This design comes from an exercise in tuning for small area, a short achievable clock period and few clock cycles on the open sky130 flow, not from production work. At most, simulation tests tie the RTL to the original design; equivalence was not proved. Power and IR drop assume default switching activity.

// processor
module processor(
    input  logic        i_clk,
    input  logic        i_rst,
    output logic [31:0] o_mem_addr,
    output logic        o_mem_wen,
    output logic [31:0] o_mem_wdata,
    output logic [3:0]  o_mem_byte_en,
    input  logic [31:0] i_mem_rdata
);
For scale: ~5200 cells after synthesis, ~100 I/O pins.
clock: 14.0 ns
lec_check: 0
cap_margin: 30
core_margin: 2
core_utilization: 35
place_density: 0.45
slew_margin: 30
standard.sh (not shown) runs the stock make flow with config.mk's settings and CLKGATE_MAP_FILE= SYNTH_SCRIPT=/design/flow/synth_recipe.tcl, a recipe that flattens the netlist after the stock synthesis.
==> flow/flow/run.sh <==
#!/bin/bash
# Standard layout (the standard.sh, its synthesis and steps unchanged),
# with repair_timing asked for extra setup slack so that it works on the
# critical paths below the clock period, port buffers of a regular buffer
# cell, and a clock tree with larger sink clusters and no dummy loads.
# Clock and constraints are the standard flow's own.
set -euo pipefail
bash standard.sh SETUP_SLACK_MARGIN=8.5 TNS_END_PERCENT=100 \
  'BUFFER_PORTS_ARGS=-buffer_cell sky130_fd_sc_hd__buf_4' \
  'CTS_ARGS=-sink_clustering_enable -repair_clock_nets -dont_use_dummy_load -sink_clustering_size 24 -sink_clustering_max_diameter 80' \
  finish > standard_flow.log 2>&1
Then changed:
--- a/flow/design.v
+++ b/flow/design.v
@@ -7,20 +7,19 @@
     input  logic [4:0]  ra2,
     output logic [31:0] rd1,
     output logic [31:0] rd2
 );
 logic [31:1][31:0] rf;
 logic [31:0] wsel, sel1, sel2;
 always_comb begin
-    wsel = '0;
-    sel1 = '0;
-    sel2 = '0;
-    wsel[wa]  = we;
-    sel1[ra1] = 1'b1;
-    sel2[ra2] = 1'b1;
+    for (int k = 0; k < 32; k++) begin
+        wsel[k] = we & (wa == k);
+        sel1[k] = (ra1 == k);
+        sel2[k] = (ra2 == k);
+    end
 end
 genvar i;
 generate
     for (i = 1; i < 32; i++) begin : g_r
         always_ff @(posedge i_clk) begin
             if (wsel[i]) rf[i] <= wd;
         end
@@ -64,20 +63,15 @@
 logic [1:0]  ld1_lo, ld2_lo;
 logic        e_v;
 logic        e_ld, e_st, e_br, e_jal, e_jalr;
 logic [2:0]  e_f3;
 logic        e_sub, e_alt, e_wr, e_bimm;
 logic        e_sadd, e_ssh, e_sslt, e_sxor, e_sor, e_sand, e_slink;
 logic [4:0]  e_rd, e_rs1, e_rs2;
-logic [31:0] e_ra, e_rb, e_imm;    
-logic        e_f1, e_f2;           
-logic [31:0] r_q;                  
-logic [31:0] e_a, e_b;
-assign e_a = e_f1 ? r_q : e_ra;
-assign e_b = e_f2 ? r_q : e_rb;
+logic [31:0] e_a, e_b, e_imm;
 logic [11:0] e_pc4, e_tgt;     
 logic        e_pred, e_ep, e_back;
 assign o_mem_addr    = {18'd0, addr_q};
 assign o_mem_wen     = wen_q;
 assign o_mem_wdata   = wdata_q;
 assign o_mem_byte_en = be_q;
 logic [31:0] ldval;
@@ -172,16 +166,16 @@
     .rd1   (rf_rd1),
     .rd2   (rf_rd2)
 );
 logic byp1, byp2;
 logic [31:0] v1, v2, a_next;
 assign byp1   = exec & e_wr & (e_rd == rs1);
 assign byp2   = exec & e_wr & (e_rd == rs2);
-assign v1     = rf_rd1;
-assign v2     = rf_rd2;
+assign v1     = byp1 ? res : rf_rd1;
+assign v2     = byp2 ? res : rf_rd2;
 always_comb begin
     a_next = v1;
     if (d_lui)   a_next = 32'd0;
     if (d_auipc) a_next = {18'd0, d_pc_q, 2'b00};
 end
 logic        d_old, redir, kill_d, kill_f;
 logic [11:0] redir_pc;
@@ -275,15 +269,14 @@
     end
 end
 always_ff @(posedge i_clk) begin
     wdata_q <= st_data;
     be_q    <= st_be;
     d_pc_q  <= addr_q[13:2];
     d_ep_q  <= s_ep_q;
-    if (exec) r_q <= res;
     if (exec & e_br & e_back & taken) begin
         btb_pc  <= e_pc4 - 12'd1;
         btb_tgt <= e_tgt;
     end
     ld1_rd  <= e_rd;
     ld1_f3  <= e_f3;
     ld1_lo  <= asum[1:0];
@@ -306,28 +299,26 @@
         e_sor    <= (d_op | d_opi) & (f3 == 3'b110);
         e_sand   <= (d_op | d_opi) & (f3 == 3'b111);
         e_slink  <= d_jal | d_jalr;
         e_wr     <= (d_op | d_opi | d_lui | d_auipc | d_jal | d_jalr) & (rd != 5'd0);
         e_rd     <= rd;
         e_rs1    <= (d_lui | d_auipc | d_jal) ? 5'd0 : rs1;
         e_rs2    <= (d_op | d_st | d_br) ? rs2 : 5'd0;
-        e_ra     <= a_next;
-        e_rb     <= v2;
-        e_f1     <= byp1 & ~(d_lui | d_auipc | d_jal);
-        e_f2     <= byp2;
+        e_a      <= a_next;
+        e_b      <= v2;
         e_imm    <= d_imm;
         e_bimm   <= ~(d_op | d_br | d_st);
         e_pc4    <= d_pc4;
         e_tgt    <= (d_ld | d_st | d_jalr) ? d_imm[11:0] : d_tgt;
         e_pred   <= d_pred | d_btb_q;
         e_ep     <= d_btb_q ? ~d_ep_q : ep_n;
         e_back   <= ir[31];
     end else begin
         if (late_pred) begin
             e_pred <= 1'b1;
             e_ep   <= ep_n;
         end
-        if (ld2_v & (ld2_rd != 5'd0) & (e_rs1 == ld2_rd)) begin e_ra <= ldval; e_f1 <= 1'b0; end
-        if (ld2_v & (ld2_rd != 5'd0) & (e_rs2 == ld2_rd)) begin e_rb <= ldval; e_f2 <= 1'b0; end
+        if (ld2_v & (ld2_rd != 5'd0) & (e_rs1 == ld2_rd)) e_a <= ldval;
+        if (ld2_v & (ld2_rd != 5'd0) & (e_rs2 == ld2_rd)) e_b <= ldval;
     end
 end
 endmodule
After rerunning: Final area came out lower by a few percent; global-route usage came out higher by 3.8 points; clock power came out lower by a few percent; count of clock-buffer cells in the layout came out lower by 7; worst setup slack got worse by 0.092 ns; via count came out higher by a few percent; clock skew came out lower by 0.042 ns; routed wire length came out higher by a little under a tenth; non-clock buffer count came out higher by 18; area after synthesis came out lower by a few percent; sequential power came out lower by roughly a tenth; cell count came out lower by a few percent; critical path depth came out lower by 6.
Testbench counts after the change, summed over its fixed seeds: cycles 83,611.
No functional check of the RTL was part of the first run of this note.

-- what the ideal ports hide --
How much do the figures lean on ideal ports? The routed layouts below were timed once more, with nothing changed but the port constraints.
Step 1 assumes that a clkbuf_16 drives the clock port and a buf_2 every other input.
Step 2, shift: input delay + t, output delay - t, t = (earliest + latest rising clock arrival at the registers) / 2. This alone moves slack from input paths to output paths.
Slacks: no drivers / after step 1 / after step 2; pairs: no drivers / after step 1.
run | t, ns | setup slack, ns | worst setup path at the end | cell pins on the clock port's net
the first run | 0.819 | 8.382 / 8.388 / 7.570 | input to register | 1
the second run | 0.793 | 8.290 / 8.345 / 7.552 | input to register | 1
After both steps every run listed still meets setup and hold. For the first run, which loses most, drivers alone change the setup slack by +0.006 ns; drivers and shift together by -0.812 ns.
